From an optimization exercise on the open Yosys and OpenROAD flow, aimed at small area; shortcuts taken in it are not production practice. Only simulation tests tie the RTL to the original design; equivalence was not proved.

== run A ==
// Multiplier32Bit
module Multiplier32Bit (
	input[31:0] multiplicand,
	input[31:0] multiplier,
	input clk,
	input enable,
	input reset_n,
	output[31:0] aBus,
	output valid
);
Size in the first run: ~37 flip-flops, about 100 I/O pins, roughly 5700 um^2 of cells after synthesis.
export LEC_CHECK = 0
export CAP_MARGIN = 20
export CORE_MARGIN = 2
export CORE_UTILIZATION = 60
export CTS_BUF_LIST = sky130_fd_sc_hd__clkbuf_8
export SLEW_MARGIN = 20
export SYNTH_HIERARCHICAL = 1
export SYNTH_MINIMUM_KEEP_SIZE = 0
create_clock -name core_clock -period 10.0 [get_ports {clk}]
standard.sh (not shown) runs the stock make flow with config.mk's settings and CLKGATE_MAP_FILE= SYNTH_SCRIPT=/design/flow/synth_recipe.tcl, a recipe that flattens the netlist after the stock synthesis.
==> flow/flow/run.sh <==
#!/bin/bash
export BUFFER_PORTS_ARGS="-buffer_cell sky130_fd_sc_hd__buf_1"
export CTS_ARGS="-sink_clustering_enable -repair_clock_nets -dont_use_dummy_load -buf_list sky130_fd_sc_hd__clkbuf_8"
export POST_FLOORPLAN_TCL="$PWD/flow/downsize.tcl"
bash standard.sh RECOVER_POWER=100 finish > standard.log 2>&1
==> flow/flow/downsize.tcl <==
# Sourced after floorplanning (POST_FLOORPLAN_TCL): set every logic cell to
# the smallest drive strength of its function. Placement-stage repair and
# timing repair size up again where timing or slew needs it.
set db [ord::get_db]
set n 0
foreach inst [[ord::get_db_block] getInsts] {
  set m [[$inst getMaster] getName]
  if {![regexp {^(sky130_fd_sc_hd__[a-z0-9]+)_([0-9]+)$} $m -> base drive]} { continue }
  if {[regexp {dfxtp|dfrtp|conb|tap|fill|decap|clkbuf|clkinv|clkdly|dly} $base]} { continue }
  foreach d {0 1 2} {
    if {$d >= $drive} { break }
    set cand "${base}_$d"
    if {[$db findMaster $cand] != "NULL" && [llength [get_lib_cells -quiet $cand]] > 0 && [lsearch $::env(DONT_USE_CELLS) $cand] < 0} {
      replace_cell [$inst getName] $cand
      incr n
      break
    }
  }
}
puts "downsize: $n cells set to their smallest drive strength"
Run A finished every stage and its layout cleared the timing, DRC and antenna checks.
diff inputs: run A => run B
-- flow/flow/run.sh --
<<< run A, line 3
export CTS_ARGS="-sink_clustering_enable -repair_clock_nets -dont_use_dummy_load -buf_list sky130_fd_sc_hd__clkbuf_8"
>>> run B, line 3
export CTS_ARGS="-sink_clustering_enable -repair_clock_nets -dont_use_dummy_load -buf_list {sky130_fd_sc_hd__clkbuf_4 sky130_fd_sc_hd__clkbuf_8}"
-- flow/config.mk --
<<< run A, line 10
export CORE_UTILIZATION = 60
>>> run B, line 10
export CORE_UTILIZATION = 40
Compared with run A, run B supports a higher clock frequency. Re final cycle utilization of the critical path: run A was higher than run B. Diff run B and run A: routed via count lower in run B. The global-route usage reported for run B is smaller than that of run A by 7.8 points. Run B against run A: routed length per placed instance was more or less identical. Higher wire length among run B and run A: run B. Diff run A..run B | area used by sequential logic in the layout | unchanged.
--- input diff run B..run C ---
-- flow/flow/run.sh --
<<< run B, line 3
export CTS_ARGS="-sink_clustering_enable -repair_clock_nets -dont_use_dummy_load -buf_list {sky130_fd_sc_hd__clkbuf_4 sky130_fd_sc_hd__clkbuf_8}"
>>> run C, line 3
export CTS_ARGS="-sink_clustering_enable -repair_clock_nets -dont_use_dummy_load -buf_list sky130_fd_sc_hd__clkbuf_4"
- Area of the die essentially unchanged between run C and run B.
- Summary — final critical delay including setup and external delays, run C relative to run B: lower, by 49 ps.
- Of run C and run B, it is run C that has the lower final-layout clock-cell area share.
Inputs modified between run C and run D:
-- flow/flow/run.sh --
<<< run C, line 3
export CTS_ARGS="-sink_clustering_enable -repair_clock_nets -dont_use_dummy_load -buf_list sky130_fd_sc_hd__clkbuf_4"
>>> run D, line 3
export CTS_ARGS="-sink_clustering_enable -repair_clock_nets -dont_use_dummy_load -buf_list sky130_fd_sc_hd__clkbuf_8"
## What came out
- Compared run D against run C; number of global-route vias before repair within noise.
- Run D: share of the cycle needed by the critical path after routing is 0.49 points higher than what run C reported.
- Run D vs run C on core utilization: run D is the higher one.

========
Starting RTL as in the previous note.
==> flow/design.v (excerpt) <==
module Multiplier32Bit (
	input[31:0] multiplicand,
	input[31:0] multiplier,
	input clk,
	input enable,
	input reset_n,
	output[31:0] aBus,
	output valid
);
	reg[31:0] acc;     
	reg[3:0] q;        
	reg vld;
	wire[31:0] mc = multiplicand;
	wire[31:0] mp = multiplier;
	genvar i;
	wire[3:1] a, o;
	generate
		for (i = 1; i < 4; i = i + 1) begin : gz
			wire a_lo, a_hi, o_lo, o_hi;
			nand4 u0 (.a(mp[8*i]), .b(mp[8*i+1]), .c(mp[8*i+2]), .d(mp[8*i+3]), .y(a_lo));
			nand4 u1 (.a(mp[8*i+4]), .b(mp[8*i+5]), .c(mp[8*i+6]), .d(mp[8*i+7]), .y(a_hi));
			nor2 u2 (.a(a_lo), .b(a_hi), .y(a[i]));
			nor4 u3 (.a(mp[8*i]), .b(mp[8*i+1]), .c(mp[8*i+2]), .d(mp[8*i+3]), .y(o_lo));
			nor4 u4 (.a(mp[8*i+4]), .b(mp[8*i+5]), .c(mp[8*i+6]), .d(mp[8*i+7]), .y(o_hi));
			and2 u5 (.a(o_lo), .b(o_hi), .y(o[i]));
		end
	endgenerate
	wire z1 = (a[3] & a[2] & a[1]) | (o[3] & o[2] & o[1]);   
	wire z2 = (a[3] & a[2]) | (o[3] & o[2]);                 
	wire z3 = a[3] | o[3];                                   
	wire idle = ~|q;
	wire busy = ~idle;
	wire[4:0] s;
	assign s[0] = q[0];
	assign s[1] = q[1] | (idle & z1);
	assign s[2] = q[2] | (idle & z2 & ~z1);
	assign s[3] = q[3] | (idle & z3 & ~z2);
	assign s[4] = idle & ~z3;
	wire[6:0] w;
	generate
  ...
==> flow/config.mk <==
export PLATFORM = sky130hd
export DESIGN_NAME = Multiplier32Bit
export DESIGN_NICKNAME = Multiplier32Bit
export VERILOG_FILES = /design/flow/design.v
export SDC_FILE = /design/flow/constraint.sdc
export NUM_CORES = 4
export LEC_CHECK = 0
export CAP_MARGIN = 20
export CORE_MARGIN = 2
export CORE_UTILIZATION = 40
export CTS_BUF_LIST = sky130_fd_sc_hd__clkbuf_8
export SLEW_MARGIN = 20
export SYNTH_HIERARCHICAL = 1
export SYNTH_MINIMUM_KEEP_SIZE = 0
==> flow/constraint.sdc <==
create_clock -name core_clock -period 10.0 [get_ports {clk}]
set_input_delay 2.0000 -clock core_clock [delete_from_list [all_inputs] [get_ports {clk}]]
set_output_delay 2.0000 -clock core_clock [all_outputs]
set_load 0.01 [all_outputs]
==> flow/flow/run.sh <==
#!/bin/bash
export BUFFER_PORTS_ARGS="-buffer_cell sky130_fd_sc_hd__buf_1"
export CTS_ARGS="-sink_clustering_enable -repair_clock_nets -dont_use_dummy_load -buf_list sky130_fd_sc_hd__clkbuf_4"
export POST_FLOORPLAN_TCL="$PWD/flow/downsize.tcl"
bash standard.sh RECOVER_POWER=100 finish > standard.log 2>&1
Scripts as last shown in full above: flow/flow/downsize.tcl
The baseline finished with timing, DRC and antenna clean.
Then changed:
==> flow/flow/run.sh (replaced) <==
#!/bin/bash
export BUFFER_PORTS_ARGS="-buffer_cell sky130_fd_sc_hd__buf_1"
export CTS_ARGS="-repair_clock_nets -dont_use_dummy_load -buf_list sky130_fd_sc_hd__clkbuf_4"
export POST_FLOORPLAN_TCL="$PWD/flow/downsize.tcl"
bash standard.sh RECOVER_POWER=100 finish > standard.log 2>&1
Outcome: The changed run produced a clean layout; area after synthesis stays the same; worst setup slack stays the same; wire length stays the same; count of clock-buffer cells in the layout stays the same; utilization is unchanged.
Then changed:
==> flow/flow/run.sh (replaced) <==
#!/bin/bash
export BUFFER_PORTS_ARGS="-buffer_cell sky130_fd_sc_hd__buf_1"
export CTS_ARGS="-sink_clustering_enable -repair_clock_nets -dont_use_dummy_load -buf_list sky130_fd_sc_hd__clkbuf_8"
export POST_FLOORPLAN_TCL="$PWD/flow/downsize.tcl"
bash standard.sh RECOVER_POWER=100 finish > standard.log 2>&1
--- a/flow/config.mk
+++ b/flow/config.mk
@@ -11,2 +11,3 @@
 export CTS_BUF_LIST = sky130_fd_sc_hd__clkbuf_8
+export GPL_TIMING_DRIVEN = 0
 export SLEW_MARGIN = 20
Outcome:
- The new run completed without violations
- critical path depth decreases by 2
- first-iteration DRC count climbs by a quarter to a third
- wire length goes up by a few percent
- worst setup slack is worse by 0.16 ns
- cell area is higher by a few percent
- maximum frequency fell slightly
- clock-buffer cell count does not change
- global-route usage went up by 1.1 points
Then changed:
==> flow/flow/run.sh (replaced) <==
#!/bin/bash
export BUFFER_PORTS_ARGS="-buffer_cell sky130_fd_sc_hd__buf_1"
export CTS_ARGS="-sink_clustering_enable -sink_clustering_levels 1 -repair_clock_nets -dont_use_dummy_load -buf_list sky130_fd_sc_hd__clkbuf_8"
export POST_FLOORPLAN_TCL="$PWD/flow/downsize.tcl"
bash standard.sh RECOVER_POWER=100 finish > standard.log 2>&1
--- a/flow/config.mk
+++ b/flow/config.mk
@@ -11,3 +11,2 @@
 export CTS_BUF_LIST = sky130_fd_sc_hd__clkbuf_8
-export GPL_TIMING_DRIVEN = 0
 export SLEW_MARGIN = 20
Wire length goes down by 3.8%.
Core utilization goes down by 2.0 points.
Register-to-register slack improved by 0.03 ns.
Then changed:
==> flow/flow/run.sh (replaced) <==
#!/bin/bash
export BUFFER_PORTS_ARGS="-buffer_cell sky130_fd_sc_hd__buf_1"
export POST_FLOORPLAN_TCL="$PWD/flow/downsize.tcl"
bash standard.sh RECOVER_POWER=100 finish > standard.log 2>&1
The changed run ran to the end with no violations.
Maximum frequency goes down by 0.37%.
Core utilization went up by 0.19 points.
Routed wire length stays flat.
Flip-flop and latch count stays the same.
Final area is higher by 0.44%.
Die area does not change.
Critical path depth stays the same.
Global-route usage is about the same.
Worst setup slack degrades by 0.035 ns.

## afterwards: timing with drivers on the ports
The results above use ideal ports. As a check the final layouts listed here were re-extracted and re-timed, cells and wires unchanged. Step 1 sets driving cells, clkbuf_16 on the clock port and buf_2 on the other inputs (assumed; they add their load-dependent delay and slew). Step 2 moves the port delays by t, midway between the first and last clock arrival at a register: inputs arrive t later, outputs are due t later. That takes back most of the time a late clock gives input paths. Three values: ideal ports, drivers, drivers and shift; two values: the first two.
run	t, ns	slack for setup (ns)	worst register clock-pin slew, ns
run A	0.316	0.475 / 0.486 / 0.170	0.08 / 0.08
run B	0.339	0.512 / 0.528 / 0.190	0.08 / 0.08
run C	0.409	0.561 / 0.575 / 0.166	0.11 / 0.11
run D	0.339	0.512 / 0.528 / 0.190	0.08 / 0.08
the first run of note 2	0.409	0.561 / 0.575 / 0.166	0.11 / 0.11
the second run of note 2	0.409	0.561 / 0.575 / 0.166	0.11 / 0.11
the third run of note 2	0.334	0.403 / 0.421 / 0.088	0.07 / 0.07
the fourth run of note 2	0.339	0.512 / 0.528 / 0.190	0.08 / 0.08
the fifth run of note 2	0.345	0.477 / 0.492 / 0.147	0.08 / 0.08
After both steps setup and hold are still met in every run listed.
